Source: an optimization exercise on an open RTL-to-GDS flow (aim: small area). Production flows keep margins and buffers that such runs may drop.
No run shown here included a check of the RTL's function; only the layout flow was run.
Power figures rest on the tool's default switching activity, not on a simulated workload.

$ cat design.v
`timescale 1ns / 1ps
module cpu8(
	input clk,
	input rst,                  
	output [7:0] imem_addr,     
	input [15:0] imem_data,     
	output [7:0] dmem_addr,
	output [7:0] dmem_wdata,
	output dmem_we,
	input [7:0] dmem_rdata,     
	input [7:0] dip,            
	output [7:0] result         
	);
wire [15:0] i = imem_data;
wire       msb = i[15];
wire [3:0] a1  = i[14:11];
wire [4:0] lo  = i[10:6];       
wire [2:0] in1 = i[5:3];
wire [2:0] in2 = i[2:0];
wire [2:0] ls  = i[10:8];
wire [7:0] imm = i[7:0];
wire a1_0 = (a1 == 4'd0);
wire a1_6 = (a1 == 4'd6);
wire a1_7 = (a1 == 4'd7);
wire a1_8 = (a1 == 4'd8);
wire a1_9 = (a1 == 4'd9);
wire ldsel = a1_6 | a1_7 | a1_9;
wire isLoad  = msb & ldsel;
wire isStore = msb & a1_8;
wire isJump  = msb & (a1 < 4'd6);
wire op_nop  = a1_0 & (lo == 5'd0);
wire op_add  = a1_0 & (lo == 5'd1);
wire op_and  = a1_0 & (lo == 5'd2);
wire op_sub  = a1_0 & (lo == 5'd3);
wire op_or   = a1_0 & (lo == 5'd4);
wire op_xor  = a1_0 & (lo == 5'd5);
wire op_mov  = a1_0 & (lo == 5'd6);
wire op_not  = a1_0 & (lo == 5'd8);
wire op_shr  = a1_0 & ((lo == 5'd9)  | (lo == 5'd10));
wire op_shl  = a1_0 & ((lo == 5'd11) | (lo == 5'd12));
wire op_rol  = a1_0 & (lo == 5'd13);
wire op_ror  = a1_0 & (lo == 5'd14);
wire op_inc  = a1_0 & (lo == 5'd15);
wire op_dec  = a1_0 & (lo == 5'd16);
wire op_cmp  = a1_0 & (lo == 5'd20);
wire op_d1   = (a1_0 & ((lo == 5'd18) | (lo == 5'd20))) | (a1_6 & (lo == 5'd4));
wire op_shift = op_shr | op_shl;
wire op_rot  = op_rol | op_ror;
wire op_arith = op_add | op_sub | op_inc | op_dec;
wire op_logic = op_and | op_or | op_xor;
wire op_three = ~(op_nop | op_arith | op_logic | op_mov | op_not | op_shift | op_rot | op_d1);
wire rw = ldsel | (~a1_8 & (op_arith | op_logic | op_mov | op_not | op_shift | op_rot | op_cmp));
reg [7:0] r [0:7];
wire [2:0] ra = isStore ? ls : in1;
wire [7:0] d1 = r[ra];
wire [7:0] rb = r[in2];
wire sub_like = op_sub | op_cmp;
wire [7:0] b = op_inc ? 8'd0 : op_dec ? 8'hff : sub_like ? ~rb : rb;
wire cin = sub_like | op_inc;
wire [8:0] sum = {1'b0, d1} + {1'b0, b} + {8'd0, cin};
wire [2:0] n = in2;
wire right = op_shr | op_ror;
wire [2:0] k = right ? (3'd0 - n) : n;
wire [7:0] s1 = k[0] ? {d1[6:0], d1[7]}   : d1;
wire [7:0] s2 = k[1] ? {s1[5:0], s1[7:6]} : s1;
wire [7:0] rot = k[2] ? {s2[3:0], s2[7:4]} : s2;
wire [7:0] mL = 8'hff << n;
wire [7:0] mR = 8'hff >> n;
wire [7:0] shres = rot & (op_shl ? mL : op_shr ? mR : 8'hff);
reg [7:0] res;
always @(*) begin
	res = 8'd0;
	if (op_arith)  res = sum[7:0];
	if (op_and)    res = d1 & rb;
	if (op_or)     res = d1 | rb;
	if (op_xor)    res = d1 ^ rb;
	if (op_mov)    res = rb;
	if (op_not)    res = ~d1;
	if (op_shift | op_rot) res = shres;
	if (op_d1)     res = d1;
	if (op_three)  res = 8'd3;
end
assign result = res;
reg fz, fc, fs, fo;
wire nz = (n != 3'd0);
wire setzs = op_arith | op_logic | op_shift | op_rot | op_cmp;
wire [7:0] zsrc = op_cmp ? sum[7:0] : res;
wire zn = (zsrc == 8'd0);
wire sn = zsrc[7];
reg cn, on;
always @(*) begin
	cn = fc; on = fo;
	if (op_add | op_inc) begin cn = sum[8];  on = sum[8]; end
	if (op_dec)          begin cn = ~sum[8]; on = ~sum[8]; end
	if (op_sub | op_cmp) begin on = fc; end
	if (op_logic)        begin cn = 1'b0; on = 1'b0; end
	if (op_shr)          begin cn = nz & rot[7]; on = res[7] ^ d1[7]; end
	if (op_shl)          begin cn = nz & rot[0]; on = res[7] ^ d1[7]; end
	if (op_rot)          begin cn = res[7]; on = d1[7]; end
end
always @(posedge clk) begin
	if (rst) begin
		fz <= 1'b0; fc <= 1'b0; fs <= 1'b0; fo <= 1'b0;
	end else begin
		if (setzs) begin fz <= zn; fs <= sn; end
		fc <= cn; fo <= on;
	end
end
wire [2:0] wa = isLoad ? ls : in1;
wire [7:0] wd = isLoad ? (a1_6 ? imm : a1_9 ? dip : dmem_rdata) : res;
always @(posedge clk) begin
	if (rst) begin
		r[0] <= 8'd4; r[1] <= 8'd9; r[2] <= 8'd11; r[3] <= 8'd3;
		r[4] <= 8'd3; r[5] <= 8'd5; r[6] <= 8'd6; r[7] <= 8'd7;
	end else if (rw) begin
		r[wa] <= wd;
	end
end
reg [7:0] pc;
reg take;
always @(*) begin
	case (a1[2:0])
	3'd0: take = fz;
	3'd1: take = fc;
	3'd2: take = ~fc & ~fz;
	3'd3: take = fs ^ fo;
	3'd4: take = ~(fs ^ fo) & ~fz;
	default: take = 1'b1;
	endcase
end
always @(posedge clk) begin
	if (rst)                 pc <= 8'd0;
	else if (isJump & take)  pc <= imm;
	else                     pc <= pc + 8'd1;
end
assign imem_addr = pc;
assign dmem_addr = imm;
assign dmem_wdata = d1;
assign dmem_we = isStore;
endmodule
$ cat run.sh
#!/bin/bash
# synth_recipe.tcl (not shown) runs the flow's synth.tcl, then flattens the netlist and writes it again
# the make line also repeats each setting of config.mk as NAME=value (left out here)
make -C /OpenROAD-flow-scripts/flow DESIGN_CONFIG=/design/flow/config.mk WORK_HOME=/design/flow/orfs CLKGATE_MAP_FILE= SYNTH_SCRIPT=/design/flow/synth_recipe.tcl finish
$ cat config.mk
export PLATFORM = sky130hd
export DESIGN_NAME = cpu8
export DESIGN_NICKNAME = cpu8
export VERILOG_FILES = /design/flow/design.v
export SDC_FILE = /design/flow/constraint.sdc
export NUM_CORES = 4
export LEC_CHECK = 0
export CAP_MARGIN = 20
export CORE_MARGIN = 2
export CORE_UTILIZATION = 40
export SLEW_MARGIN = 20
$ cat constraint.sdc
create_clock -name core_clock -period 7.0 [get_ports {clk}]
set_input_delay 1.4000 -clock core_clock [delete_from_list [all_inputs] [get_ports {clk}]]
set_output_delay 1.4000 -clock core_clock [all_outputs]
set_load 0.01 [all_outputs]
==> flow_metrics.tcl, run 1 <==
set metrics [dict create \
    outcome "no timing/DRC/antenna violations" \
    avgSynthCellArea_um2 8.644 \
    fin_nets 1080 \
    syn_area_um2 7097 \
    ys_warn_count 1 \
    setup_viol_count_final 0 \
    hold_viol 0 \
    p_leak_nw 3.876 \
    hold_slack_ns 0.5373 \
    grt_antenna_before_repair 0 \
    viasPerCell 5.864 \
    die-height_um 137.2 \
    startpoint_type "input pin" \
    grt.overflow.total 0 \
    core_um2 17300 \
    drc 0 \
    finalWorstSetupSlack_ns 0.1807 \
    insertedDiodeCount 0 \
    maxSlewHeadroom_pct 51.61 \
    async_flop_share_pct 0 \
    place_ws_ns -0.5971 \
    final_cell_count_no_fill 1246 \
    finalClockSkew_ns 0.008031 \
    vias 7306 \
    tns_ns 0 \
    report.final.slew_viol_count 0 \
    syn2layout_area_growth_pct 34.75 \
    numCtsBuffers 9 \
    path_class "input pin to output pin" \
    numClockSinks 76 \
    wl_per_cell_um 20.69 \
    place.port_buffers 66 \
    ctsRootBufferMaster "clkbuf_16" \
    cts_tree "done" \
    seq_area_frac_synth_pct 30.47 \
    grt_pass1_vias 7110 \
    min_period_ns 6.819 \
    insertion_delay_ns 0.34 \
    r2r-start "r[7][0]" \
    hp-class "flop to flop" \
    cts.clk_slew.worst_paths_ns 0.06 \
    grt_pass1_wl_um 39740 \
    max_freq_mhz 146.6 \
    drive_gt1_share_pct 26.74 \
    h-tree-depth 3 \
    tightest_slew_ns 0.7259 \
    required_ns 5.60 \
    die_area_um2 18820 \
    placed_area_um2 8982 \
    cap_violations 0 \
    ant_nets 0 \
    power_density_nw_per_um2 162.6 \
    crit_start "imem_data[14]" \
    critPathArrivalTime_ns 5.42 \
    netlist_instances 821 \
    cts_hold_buffers 0 \
    placed_cells 1211 \
    grt_start_max_net_pins 25 \
    hold_path.startpoint "pc[0]" \
    drt-initial-drc-count 725 \
    ir_worst_vdd_v 0.0001776 \
    grt.total_usage_pct 28.02 \
    pin_count 67 \
    post-dp-hpwl_um 20550 \
    synth_cell_types 84 \
    cp_max_fo 5 \
    synth_nets 885 \
    die_w_um 137.2 \
    ys_seq_elements 76 \
    dr.pass1.iters 5 \
    cp-end-kind "output pin" \
    fin_crit_sh_pct 97.42 \
    start_util_pct 41.03 \
    cts_buffer_depth 2 \
    synthFlopType "edfxtp_1" \
    fin_area_um2 9563 \
    routed_wl_um 25780 \
    core.rowCount 48 \
    place_congestion 0.9485 \
    synth_edf_count 64 \
]
-- flip-flops by register name, summed over array words and instances, names as in the netlist --
signal  cells
r          64
pc          8
fc          1
fz          1
fo          1
fs          1
-- report_power, final --
part / internal (W) / switching, W / total (W)
logic: 0.000262 / 0.000283 / 0.000545
registers: 0.000511 / 0.0000171 / 0.000528
clock network: 0.000282 / 0.000201 / 0.000483
total: 0.00105 / 0.000501 / 0.00155
-- placed cells by master (no fill, tap or decap), types with 17 or more instances in the layout --
cell	count
a211oi_1	19
a21oi_1	57
buf_4	173
clkdlybuf4s50_1	55
edfxtp_1	64
ha_1	28
inv_1	39
mux2i_1	25
nand2_1	65
nand3_1	30
nor2_1	95
nor2b_1	23
nor3_1	28
o21ai_0	28
xnor2_1	17
-- routing by layer --
metal / global-route usage [%] / vias to the layer above / part of all wire (%)
li1: - / 3461 / -
met1: 38.06 / 3462 / 43
met2: 46.77 / 331 / 47
met3: 3.238 / 52 / 6.8
met4: 8.820 / 0 / 2.4
met5: 0 / - / 0
-- kinds of logic (layout without fill, tap and decap cells) --
kind of cell	after synthesis	after routing	share of synthesized area, %
AOI/OAI and AO/OA	221	221	22.00
xor gates and xnor gates	24	24	2.962
adders and majority gates	30	30	5.501
buffers and inverters	99	299	6.012
DFF	76	76	30.47
muxes	53	53	10.63
and+or+nand+nor	318	318	22.43
-- area by class of cell --
type	instances	area (um^2)
clock buffers	9	225.2
clock inverters	7	82.58
fillers	1593	7734
inverters	41	153.9
multi-input cells	646	4679
flip-flops and latches	76	2162
well taps	225	281.5
repair buffers	242	1978
-- worst max-delay path, cell delays in order --
cell and delay (ns):
dlygate4sd2_1 0.24, buf_4 0.13, buf_4 0.14, or4_1 0.60, nor3_2 0.19, buf_4 0.17, xnor2_1 0.12, a21oi_1 0.10
fa_2 0.36, buf_4 0.14, buf_4 0.12, a21oi_2 0.13, nor2b_1 0.07, o21ai_1 0.16, a21boi_2 0.09, nor2_1 0.13
xnor2_1 0.10, a221oi_1 0.29, nand2_1 0.14, a211o_1 0.30, dlygate4sd2_1 0.30
-- repair_timing --
action,CTS,global route
buffers inserted,16,4
gates resized for setup,34,23
pin swaps,21,17
endpoints found under the setup margin,8,8
-- stage by stage --
step | utilization, % | total power, W
floorplan | - | 0.0007994
global placement | 51.93 | 0.001028
detailed placement | 51.93 | 0.001032
CTS | 54.80 | 0.001536
global route | 55.29 | 0.001618
finish | 55.29 | 0.001555
-- worst paths after layout --
check                           slack, ns  cells past startpoint        end
worst min register to register       0.54                      1      pc[0]
worst max-delay path                 0.18                     21  result[5]
worst max register to register       2.45                     21    r[2][5]
worst min-delay path                 0.54                      1      pc[0]
-- Yosys cell counts (5+ instances only) --
library cell,instances,area share [%]
nor4_1,7,0.62
nor3_1,32,2.3
and3_1,8,0.71
a222oi_1,7,0.99
nand2b_1,8,0.71
a22o_1,8,0.99
dfxtp_1,12,3.4
inv_1,39,2.1
nor2b_1,23,2.0
mux2_2,6,0.95
a211oi_1,20,2.1
buf_2,8,0.56
a22oi_1,11,1.2
o31ai_1,6,0.63
and2_1,16,1.4
o21ai_0,29,2.0
mux2i_1,25,3.5
nor3b_1,8,0.85
xor2_1,6,0.74
ha_1,28,4.9
xnor2_1,18,2.2
buf_1,5,0.26
a21oi_1,61,4.3
o211ai_1,6,0.63
nand3_1,30,2.1
mux4_2,16,5.1
a221oi_1,8,0.99
nand2_1,65,3.4
buf_4,10,1.1
nor2_1,98,5.2
edfxtp_1,64,27
o21ai_1,5,0.35
clkbuf_1,34,1.8
==> run 2, diff against run 1 <==
--- a/config.mk
+++ b/config.mk
@@ -8,4 +8,5 @@
 export CAP_MARGIN = 20
 export CORE_MARGIN = 2
 export CORE_UTILIZATION = 40
+export GPL_TIMING_DRIVEN = 0
 export SLEW_MARGIN = 20
==> run 2 against run 1 <==
  * Routed wire length is 2.6% higher
  * Clock-buffer cell count did not move
  * Total power is 5.8% lower
  * Critical path type unchanged
  * Largest cell class unchanged
==> flow_metrics.tcl, run 2 <==
set metrics [dict create \
    outcome "no timing/DRC/antenna violations" \
    synth_top_cell_by_area "edfxtp_1" \
    numClockSinks 76 \
    netlist_instances 821 \
    die_area_um2 18820 \
    ys_seq_elements 76 \
    synthFlopType "edfxtp_1" \
    dr.pass1.iters 6 \
    hold_path.startpoint "pc[0]" \
    pin_count 67 \
    syn2layout_area_growth_pct 28.79 \
    gr-usage-met2_pct 46.13 \
    synthTopCellsByCount "nor2_1 (98), nand2_1 (65), edfxtp_1 (64), a21oi_1 (61), inv_1 (39)" \
    synth_most_common_cell "nor2_1" \
    numCtsBuffers 9 \
    critical_path.cell_chain "clkbuf_2 -> buf_6 -> or4b_4 -> o21ai_4 -> buf_12 -> nand3_1 -> a21oi_4 -> nor3_4 -> nor2_4 -> fa_2 -> inv_2 -> fa_2 -> nor2b_1 -> o21ai_0 -> nand2_1 -> a21o_1 -> a21oi_4 -> xnor2_2 -> a22oi_2 -> o221ai_2 -> a311o_1 -> clkdlybuf4s15_2" \
    path_class "input pin to output pin" \
    critPathArrivalTime_ns 5.49 \
    ir_worst_vdd_v 0.0001662 \
    rsz0062_at_grt "true" \
    synth_nets 885 \
    largestRegisters "r: 64 flops, pc: 8 flops" \
    placed_cells 1107 \
    min_to "pc[0]" \
    die-height_um 137.2 \
    min_period_ns 6.889 \
    setup_viol_count_final 0 \
    drc 0 \
    startpoint_type "input pin" \
    regArea_um2 2162 \
    start_util_pct 41.03 \
    grt.total_usage_pct 28.66 \
    worst-r2r-setup-slack_ns 2.37 \
    grt_busiest_layer "met2" \
    vias 7267 \
    cpMaxStageDelayCell "or4b_4" \
    largest_register_ffs 64 \
    fin_crit_sh_pct 98.42 \
    cts_buffer_depth 2 \
    avgSynthCellArea_um2 8.644 \
    multiInputGateArea_um2 4851 \
    cts_tree "done" \
    reg2reg_to "r[1][6]" \
    cp-end-kind "output pin" \
    core.rowCount 48 \
    r2r-start "r[3][0]" \
    regMostFlops "r" \
    fin_nets 1018 \
    drive_gt1_share_pct 22.52 \
    required_ns 5.60 \
    final_cell_mix "nor2_1 (93), buf_4 (70), nand2_1 (64), edfxtp_1 (64), a21oi_1 (54)" \
    fill_cells 1613 \
    hold_slack_ns 0.5163 \
    grt_pass1_wl_um 40360 \
    insertion_delay_ns 0.35 \
    cap_violations 0 \
    place.port_buffers 61 \
    h-tree-depth 3 \
    cts.clk_slew.worst_paths_ns 0.06 \
    core_um2 17300 \
    tightest_slew_ns 0.8403 \
    reg2reg_depth 20 \
    place_congestion 0.9584 \
    synth_top_area_share_pct 27.08 \
    synth_cell_types 84 \
    syn_area_um2 7097 \
    grt_antenna_before_repair 0 \
    grt_pass1_vias 6976 \
    whs_path_depth 1 \
    cp_max_fo 4 \
    ant_nets 0 \
    report.final.slew_viol_count 0 \
    use_met1_pct 38.18 \
    grt.overflow.total 0 \
    die_w_um 137.2 \
    finalClockSkew_ns 0.01022 \
    drt-initial-drc-count 747 \
    grtUsageMet3_pct 5.372 \
    hold_viol 0 \
    routed_wl_um 26440 \
    seq_area_frac_synth_pct 30.47 \
    ys_warn_count 1 \
    cts_hold_buffers 0 \
    max_freq_mhz 145.2 \
    insertedDiodeCount 0 \
    grt_start_max_net_pins 15 \
    ctsRootBufferMaster "clkbuf_16" \
    async_flop_share_pct 0 \
    power_density_nw_per_um2 160.3 \
    post-dp-hpwl_um 19840 \
    synth_area_leaders "edfxtp_1 (27%), nor2_1 (5.2%), mux4_2 (5.1%)" \
    slowest_delay_ns 0.59 \
    final_cell_count_no_fill 1184 \
    viasPerCell 6.138 \
    final_common_cell "nor2_1" \
    hp-class "flop to flop" \
    synth_edf_count 64 \
    maxSlewHeadroom_pct 43.98 \
    tns_ns 0 \
    p_leak_nw 3.477 \
    wl_per_cell_um 22.33 \
]
-- run 2: cell count changes in the layout (fill, tap and decap cells not counted), sizes merged, moves of 3 or more --
cell | before | now
clkdlybuf4s15 | 0 | 3
clkbuf | 12 | 41
clkinv | 3 | 6
clkdlybuf4s50 | 55 | 50
dlygate4sd2 | 4 | 1
buf | 179 | 93
-- run 2: where the power goes --
part	switching, W	leakage [nW]	internal (W)	total [W]
logic	0.000282	2.60	0.000214	0.000497
clock network	0.000199	0.131	0.000241	0.000440
registers	0.0000167	0.743	0.000511	0.000527
total	0.000498	3.48	0.000966	0.00146
-- run 2: worst max-delay path by stage --
stage / start / to / cells past startpoint
2_1_floorplan: imem_data[11] / result[7] / 19
3_3_place_gp: imem_data[14] / result[7] / 20
3_5_place_dp: imem_data[14] / result[7] / 20
4_1_cts: imem_data[14] / result[7] / 22
5_1_grt: imem_data[13] / result[6] / 22
6_report: imem_data[13] / result[6] / 22
-- run 2: layout make-up --
type | count | area share, %
multi-input combinational | 646 | 53.07
sequential | 76 | 23.65
timing repair buffer | 125 | 11.91
buffer | 55 | 3.532
tap | 225 | 3.080
clock buffer | 9 | 2.464
inverter | 41 | 1.739
clock inverter | 7 | 0.5476
-- run 2: stage by stage --
stage / total power (W) / area [um^2] / utilization [%] / worst slack [ns]
after detailed placement: 0.0009408 / 7989 / 46.19 / -1.716
final: 0.001465 / 9140 / 52.84 / 0.1106
after global placement: 0.0009405 / 7989 / 46.19 / -1.725
after floorplan: 0.0007994 / 7097 / - / 0.3330
after global routing: 0.001525 / 9140 / 52.84 / -0.07071
after CTS: 0.001431 / 8902 / 51.47 / -0.05695
-- run 2: what timing repair did --
| item | in CTS | in global routing |
|---|---|---|
| buffers inserted | 43 | 21 |
| pin swaps | 26 | 21 |
| hold endpoints to repair | 0 | 0 |
| resized for setup | 100 | 41 |
| endpoints found under the setup margin | 16 | 8 |
-- run 2: cells by family after synthesis --
logic type               share of synthesized area (%)
multiplexers                                     10.63
XOR/XNOR                                         2.962
flip-flops                                       30.47
AND/OR/NAND/NOR                                  22.43
buffers and inverters                            6.012
adder cells (fa/ha/maj)                          5.501
AO/OA/AOI/OAI                                    22.00
-- run 2: per-layer routing --
layer	wire, um	share of wire, %
met1	11320	43
met3	1995	7.5
met5	0	0
met4	915	3.5
met2	12210	46
-- run 2: critical path, delay by kind of cell --
kind | cells | cell delay (ns)
adders and majority gates | 2 | 0.67
xor gates and xnor gates | 1 | 0.17
AOI/OAI and AO/OA | 8 | 1.40
buffers and inverters | 5 | 0.66
and+or+nand+nor | 6 | 1.17
==> run 3, diff against run 2 <==
--- a/config.mk
+++ b/config.mk
@@ -5,6 +5,7 @@
 export SDC_FILE = /design/flow/constraint.sdc
 export NUM_CORES = 4
 export LEC_CHECK = 0
+export ABC_AREA = 1
 export CAP_MARGIN = 20
 export CORE_MARGIN = 2
 export CORE_UTILIZATION = 40
==> run 3 against run 2 <==
  * First-iteration DRC count decreased by 6.8%
  * Combinational power decreased by 12%
  * Clock power increased by 17%
  * Critical path depth decreased by 3
  * Die area decreased by 0.38%
  * Routed wire length decreased by 3.9%
  * Critical path type unchanged
  * Total power increased by 0.94%
  * Non-clock buffer count decreased by 57
  * Design area decreased by 5.6%
==> flow_metrics.tcl, run 3 <==
set metrics [dict create \
    outcome "no timing/DRC/antenna violations" \
    tightest_slew_ns 1.026 \
    synth_area_leaders "edfxtp_1 (27%), nand2_1 (13%), nand3_1 (8.8%)" \
    die-height_um 136.9 \
    reg2reg_to "r[6][6]" \
    ir_worst_vdd_v 0.0001742 \
    die_area_um2 18750 \
    drt-initial-drc-count 696 \
    post-dp-hpwl_um 19790 \
    viasPerCell 5.527 \
    wl_met2_um 11610 \
    largest_register_ffs 64 \
    numCtsBuffers 9 \
    path_class "input pin to output pin" \
    maxSlewHeadroom_pct 31.29 \
    cts_buffer_depth 2 \
    core.rowCount 48 \
    cts_tree "done" \
    vias 7252 \
    syn_area_um2 7069 \
    insertion_delay_ns 0.36 \
    wl_per_cell_um 19.36 \
    wl_met1_um 11400 \
    cap_violations 0 \
    synth_top_area_share_pct 27.19 \
    placed_area_um2 8011 \
    grt_start_max_net_pins 15 \
    async_flop_share_pct 0 \
    numClockSinks 76 \
    finalClockSkew_ns 0.009176 \
    min_to "pc[0]" \
    fin_area_um2 8631 \
    seq_area_frac_synth_pct 30.58 \
    synthFlopType "edfxtp_1" \
    grt.overflow.total 0 \
    routed_wl_um 25400 \
    top_layer_used "met4" \
    regMostFlops "r" \
    netlist_instances 984 \
    fill_cells 1799 \
    grt_pass1_vias 6537 \
    p_leak_nw 3.765 \
    hp-class "flop to flop" \
    drive_gt1_share_pct 17.66 \
    fin_nets 1146 \
    ys_seq_elements 76 \
    tns_ns 0 \
    crit_start "imem_data[14]" \
    dr.pass1.iters 6 \
    synth_most_common_cell "nand2_1" \
    ant_nets 0 \
    core_um2 17300 \
    fin_crit_sh_pct 96.90 \
    grt_pass1_wl_um 37740 \
    synth_nets 1048 \
    report.final.slew_viol_count 0 \
    min_period_ns 6.783 \
    largestRegisters "r: 64 flops, pc: 8 flops" \
    worst-r2r-setup-slack_ns 2.85 \
    hold_viol 0 \
    cts.clk_slew.worst_paths_ns 0.06 \
    ys_warn_count 1 \
    insertedDiodeCount 0 \
    synth_edf_count 64 \
    cp-end-kind "output pin" \
    route.met3.wl_um 1590 \
    rsz0062_at_grt "false" \
    critPathArrivalTime_ns 5.38 \
    pin_count 67 \
    final_cell_mix "nand2_1 (243), nand3_1 (123), nor2_1 (98), inv_1 (89), edfxtp_1 (64)" \
    synthTopCellsByCount "nand2_1 (249), nand3_1 (125), nor2_1 (100), inv_1 (92), edfxtp_1 (64)" \
    max_freq_mhz 147.4 \
    hold_path.startpoint "pc[0]" \
    die_w_um 136.9 \
    cp_max_fo 8 \
    whs_path_depth 1 \
    start_util_pct 40.87 \
    place.port_buffers 66 \
    reg2reg_depth 21 \
    power_density_nw_per_um2 171.3 \
    h-tree-depth 3 \
    avgSynthCellArea_um2 7.184 \
    required_ns 5.60 \
    setup_viol_count_final 0 \
    grt.total_usage_pct 27.19 \
    synth_top_cell_by_area "edfxtp_1" \
    final_common_cell "nand2_1" \
    place_congestion 0.9623 \
    ctsRootBufferMaster "clkbuf_16" \
    syn2layout_area_growth_pct 22.09 \
    drc 0 \
    r2r-start "r[5][0]" \
    grt_antenna_before_repair 0 \
    hold_slack_ns 0.5021 \
    synth_cell_types 60 \
    startpoint_type "input pin" \
]
run 3: final cells by class:
class,count,area (um^2),share of cell area (%)
Sequential cell,76,2162,25.05
Tap cell,225,281.5,3.262
Clock buffer,11,264.0,3.059
Timing Repair Buffer,86,818.3,9.481
Buffer,37,300.3,3.479
Multi-Input combinational cell,760,4315,50.00
Clock inverter,5,63.81,0.7393
Inverter,112,425.4,4.929
run 3: power breakdown:
group,switching [W],total [W],leakage [nW],internal (W)
combinational,0.000267,0.000436,2.85,0.000169
sequential,0.0000177,0.000530,0.751,0.000512
clock,0.000202,0.000513,0.163,0.000311
run 3: timing repair:
item	CTS	global route
pin swaps	5	16
cloned	1	0
resized for setup	45	16
buffers inserted	8	12
endpoints found under the setup margin	8	7
hold endpoints to repair	0	0
hold buffers	0	0
run 3: kinds of logic (layout without fill, tap and decap cells):
family / count (synthesis) / count (layout) / share of synthesized area, %
simple gates: 556 / 557 / 36.90
compound gates: 157 / 157 / 15.20
fa+ha+maj: 30 / 30 / 5.522
buf+inv: 149 / 251 / 9.805
xor+xnor: 16 / 16 / 1.982
flops: 76 / 76 / 30.58
run 3: worst max-delay path, cell delays in order:
cell and delay [ns]:
clkdlybuf4s50_1 0.50, inv_2 0.08, nor2_4 0.15, nand3_4 0.18, o21ai_4 0.38, buf_4 0.19
nand3_2 0.13, nand2_2 0.13, fa_1 0.20, inv_1 0.07, fa_2 0.56, inv_1 0.05
nand2_1 0.06, o2111ai_1 0.12, nor4_1 0.20, nand2_1 0.10, a21boi_2 0.25, inv_2 0.09
clkdlybuf4s50_1 0.52
run 3: worst max-delay path by stage:
stage / end / cells after the start
floorplan: result[6] / 24
global placement: result[6] / 24
detailed placement: result[6] / 24
CTS: result[7] / 28
global route: result[1] / 22
finish: result[1] / 19
run 3: per-layer routing:
metal / global-route usage [%] / vias up
li1: - / 3517
met4: 11.28 / 0
met5: 0 / -
met2: 42.21 / 281
met1: 37.31 / 3408
met3: 4.704 / 46
run 3: through the flow:
| step | setup WS [ns] | cells | total power (W) | util [%] |
|---|---|---|---|---|
| 2_1_floorplan | 1.132 | 984 | 0.0007905 | - |
| 3_3_place_gp | -0.7883 | 1275 | 0.0009360 | 46.32 |
| 5_1_grt | 0.007311 | 1312 | 0.001536 | 49.90 |
| 6_report | 0.2169 | 1312 | 0.001479 | 49.90 |
| 4_1_cts | 0.0006590 | 1300 | 0.001462 | 49.20 |
| 3_5_place_dp | -0.7589 | 1275 | 0.0009380 | 46.32 |

==> port drivers added, routing unchanged <==
The flow's constraints put no driver on any port. The routed layouts listed below were extracted and timed again, unchanged, in two steps.
Step 1 sets driving cells, clkbuf_16 on the clock port and buf_2 on the other inputs (assumed; they add their load-dependent delay and slew).
Step 2, shift: input delay + t, output delay - t, t = (earliest + latest rising clock arrival at the registers) / 2. This alone moves slack from input paths to output paths.
a / b / c = no drivers / after step 1 / after step 2; a / b = the first two.
run	shift t [ns]	slack for setup (ns)	hold slack, ns	worst slew at a driven data input, ns	cell pins on the clock port's net
run 1	0.374	0.181 / 0.156 / 0.156	0.537 / 0.537 / 0.537	0.05	1
run 2	0.389	0.111 / 0.075 / 0.075	0.516 / 0.516 / 0.516	0.04	1
run 3	0.393	0.217 / 0.173 / 0.173	0.502 / 0.502 / 0.502	0.05	1
After both steps every run listed still meets setup and hold. For run 3, which loses most, drivers alone change the setup slack by -0.044 ns; drivers and shift together by -0.044 ns.
